Source: an optimization exercise on an open RTL-to-GDS flow (aim: small area, a short achievable clock period and few clock cycles per item). Production flows keep margins and buffers that such runs may drop.
In this exercise RTL edits were held to simulation tests only and were not proved equivalent to the original.
No driver is modelled on the clock port, so clocking that relies on it looks cheaper here than on a real chip.
Power and IR drop assume default switching activity.

build 2:
// fastInvSqrt
module fastInvSqrt #(
    parameter INT_WIDTH = 12,       
    parameter FRACT_WIDTH = 4        
    )
    (
    input wire clk,
    input wire rst_n,
    input wire [INT_WIDTH+FRACT_WIDTH-1:0] data_in,
    input wire valid_in,
    output reg ready_in,
    output wire [INT_WIDTH+FRACT_WIDTH-1:0] data_out,
    output reg valid_out,
    input wire ready_out
    );
    localparam WORD_WIDTH = INT_WIDTH + FRACT_WIDTH;
    wire [15:0] x = data_in;
    wire [5:0] s;
    wire n23, n24, n25, n26, n27, n28, n29, n30, n31, n32;
    wire n33, n34, n35, n36, n37, n38, n39, n40, n41, n42;
    wire n43, n44, n45, n46, n47, n48, n49, n50, n51, n52;
    wire n53, n54, n55, n56, n57, n58, n59, n60, n61, n62;
    wire n63, n64, n65, n66, n67, n68, n70, n71, n72, n73;
    wire n74, n75, n76, n77, n78, n79, n80, n81, n82, n83;
    wire n84, n85, n86, n87, n88, n89, n90, n91, n92, n93;
    wire n95, n96, n97, n98, n99, n100, n101, n103, n104, n105;
    wire n106, n108, n109, n111, n112;
    assign n23 = ~x[15] & ~x[14];
    assign n24 = ~x[13] & n23;
    assign n25 = ~x[12] & ~x[11];
    assign n26 = ~x[10] & n25;
    assign n27 = ~x[9] & n26;
    assign n28 = x[8] & n27;
    assign n29 = n24 & ~n28;
    assign n30 = ~x[4] & ~x[3];
    assign n31 = ~x[5] & n30;
    assign n32 = ~x[2] & ~x[1];
    assign n33 = n31 & n32;
    assign n34 = ~x[8] & ~x[7];
    assign n35 = ~x[6] & n34;
    assign n36 = n33 & n35;
    assign n37 = n23 & n27;
    assign n38 = n36 & n37;
    assign n39 = ~n29 & ~n38;
    assign n40 = ~x[5] & ~x[2];
    assign n41 = ~n30 & ~n40;
    assign n42 = x[0] & n32;
    assign n43 = ~x[1] & ~n42;
    assign n44 = n30 & ~n43;
    assign n45 = ~x[6] & ~x[5];
    assign n46 = x[1] & x[0];
    assign n47 = n45 & ~n46;
    assign n48 = n44 & n47;
    assign n49 = ~n41 & ~n48;
    assign n50 = x[4] & x[3];
    assign n51 = ~n32 & n50;
    assign n52 = ~n49 & ~n51;
    assign n53 = x[2] & x[1];
    assign n54 = ~n50 & ~n53;
    assign n55 = n49 & ~n54;
    assign n56 = ~x[7] & ~n55;
    assign n57 = ~n52 & n56;
    assign n58 = n31 & ~n53;
  ...
Size in the first run: ~8 flip-flops, roughly 38 I/O pins.
clock: 12.5 ns
lec_check: 0
cap_margin: 20
core_area: 2.5 2.5 61.5 61.5
die_area: 0 0 64 64
slew_margin: 20
standard.sh (not shown) runs the stock make flow with config.mk's settings and CLKGATE_MAP_FILE= SYNTH_SCRIPT=/design/flow/synth_recipe.tcl, a recipe that flattens the netlist after the stock synthesis.
==> flow/flow/run.sh <==
#!/bin/bash
# The standard layout, except:
#  - synthesis maps the logic with flow/abc_custom.script, a light mapping
#    that keeps the RTL's and-inverter graph, instead of ORFS's
#    abc_speed.script (the rest of the synthesis script is the standard flow's own);
#  - port buffers are buf_1 cells;
#  - the constant outputs share one tie cell;
set -euo pipefail
here=$PWD
# A scripts folder that is ORFS's, with abc_speed.script replaced.
mkdir -p scripts_custom
for f in "$FLOW_HOME"/scripts/*; do ln -sf "$f" scripts_custom/; done
rm -f scripts_custom/abc_speed.script
cp flow/abc_custom.script scripts_custom/abc_speed.script
cat > synth_custom.tcl <<EOT
set ::env(SCRIPTS_DIR) $here/scripts_custom
source $here/synth_recipe.tcl
EOT
bash standard.sh SYNTH_SCRIPT=$here/synth_custom.tcl synth > synth.log 2>&1
bash standard.sh "BUFFER_PORTS_ARGS=-buffer_cell sky130_fd_sc_hd__buf_1" SKIP_REPAIR_TIE_FANOUT=1 POST_CTS_TCL=$here/flow/post_cts.tcl finish > standard.log 2>&1
==> flow/flow/abc_custom.script <==
strash
dch
map
topo
stime -c
Other scripts of this flow, unchanged in this note and not shown: flow/flow/post_cts.tcl, flow/flow/sizeopt.tcl
Testbench counts of build 2, summed over its fixed seeds: cycles 1,028, items 1,024.
Input-level comparison between build 26 and build 2:
==> flow/flow/abc_custom.script <==
strash
map
topo
stime -c
## What came out
The run with more routed wire is build 2, not build 26. For build 26, the launching instance or port of the critical path was data_in[1], unlike build 2, where it was data_in[2]. Looking at sequential share of layout area across build 26 and build 2, the one that comes out higher is build 2. Cmp build 26 vs build 2: part of the power in combinational logic higher in build 26. Critical path depth delta for build 26 relative to build 2: 2 lower. In build 26, the fraction of power consumed by the clock network came out 0.8 points below the value in build 2. Clock slew at the register clock pins of the worst setup and hold paths delta (build 2 -> build 26): insignificant. Area used by multi-input combinational logic is lower on build 2. Measured against each other, build 26 and build 2 differ in met3 track utilization from global routing, the higher figure coming from build 26. Re floorplan row count: no difference whatsoever between build 26 and build 2.
Changes in build 58 relative to build 26:
==> flow/flow/abc_custom.script <==
strash
map -B 0.3
topo
stime -c
==> notes.md <==
In summary, build 58 completed successfully, with a layout that passed the timing, DRC and antenna checks.
Worst endpoint required time is higher on build 26
Diff build 26 -> build 58: multi-input gate count +2, post-synthesis cell count +4, final wirelength -4.7%.
Build 26 and build 58 ended up with nearly the same sequential share of layout area.
On final worst hold slack, the higher figure sits with build 26, not build 58.
[build 58] proportion of final cell area spent on non-clock buffers fell 0.18 points relative to build 26
Relative to build 26, total global routing track utilization has gone down in build 58.
For fraction of synthesized cell area in xor and xnor cells, build 26 and build 58 come out practically identical.
Non-clock inverter total of the final layout for build 58: 2 up relative to build 26
[inputs] build 8 vs build 58
==> flow/flow/abc_custom.script <==
strash
dch
map -B 0.1
topo
stime -c
## What came out
Build 8: done, clean on timing, DRC and antenna. Lower internal reg-to-reg setup slack goes to build 8 over build 58. Delta (build 8 minus build 58): worst-case setup margin in the final layout grew by 0.090 ns; proportion of total power due to net switching shrank by 0.22 points; total via count after detailed routing now sits higher; area fraction in compound gates after synthesis saw an increase.
#### Input delta (build 98 over build 8)
==> flow/flow/abc_custom.script <==
strash
dch -f
map
topo
stime -c
Notes after the runs:
Build 98 reports its critical path's slowest cell as a2111oi_0 while build 8 reports nor2_2. Between build 8 and build 98, layout overhead on the synthesized area decreased. Against build 8, build 98 reports a final cell count that is higher. Time the final worst path needs with I/O delays and setup, build 8 and build 98: smaller value in build 8. Largest voltage drop on the vdd net (lower): build 98. [compare] base=build 8 new=build 98: total power of the final layout neither gained nor lost much; part of the total power dissipated in combinational logic down 0.3 points. Compared build 8 against build 98; non-clock buffer count within noise. Changes observed in build 98 relative to build 8: initial core utilization dropped 0.22 points, first-pass GRT wire length climbed about 12%.
Modified inputs, build 74 compared to build 98
==> flow/flow/abc_custom.script <==
strash
dch
map -B 0.2
topo
stime -c
--- outcome ---
- Clock power shrinks by a few percent when moving from build 98 to build 74.
- Build 74: number of multi-input combinational cells is 3 lower than what build 98 reported.
- The internal cell power of build 74 was superior to that of build 98.
- Compared with build 98, build 74 shows a higher power share of the combinational group.
- Looking only at sequential fraction of the synthesis area, and setting everything else aside, the higher value of build 74 and build 98 goes to build 98.
- Compared with build 98, build 74 shows a lower routing usage on met2.

-- separate check: timing with driven ports --
No port has a modelled driver above. Below, the same layouts with a new extraction and two added sets of constraints. Step 1, drivers: a clkbuf_16 drives clk and a buf_2 each remaining input, both assumed. Step 2 also shifts input and output timing later by t, the mid clock arrival at the registers, as if the neighbouring blocks saw the same clock. Three values: no drivers, after step 1, after step 2; two values: the first two.
run	t (ns)	setup slack, ns	slew at the worst register clock pin (ns)
build 2	0.264	9.008 / 9.005 / 8.741	0.05 / 0.05
build 26	0.262	8.990 / 8.990 / 8.729	0.05 / 0.05
build 58	0.265	8.911 / 8.908 / 8.643	0.05 / 0.05
build 8	0.259	9.001 / 8.995 / 8.736	0.05 / 0.05
build 98	0.265	8.913 / 8.900 / 8.635	0.05 / 0.05
build 74	0.268	8.956 / 8.953 / 8.686	0.05 / 0.05
After both steps every run listed still meets setup and hold. The setup slack of build 98, which loses most, moves by -0.013 ns with the drivers and by -0.278 ns with both steps.
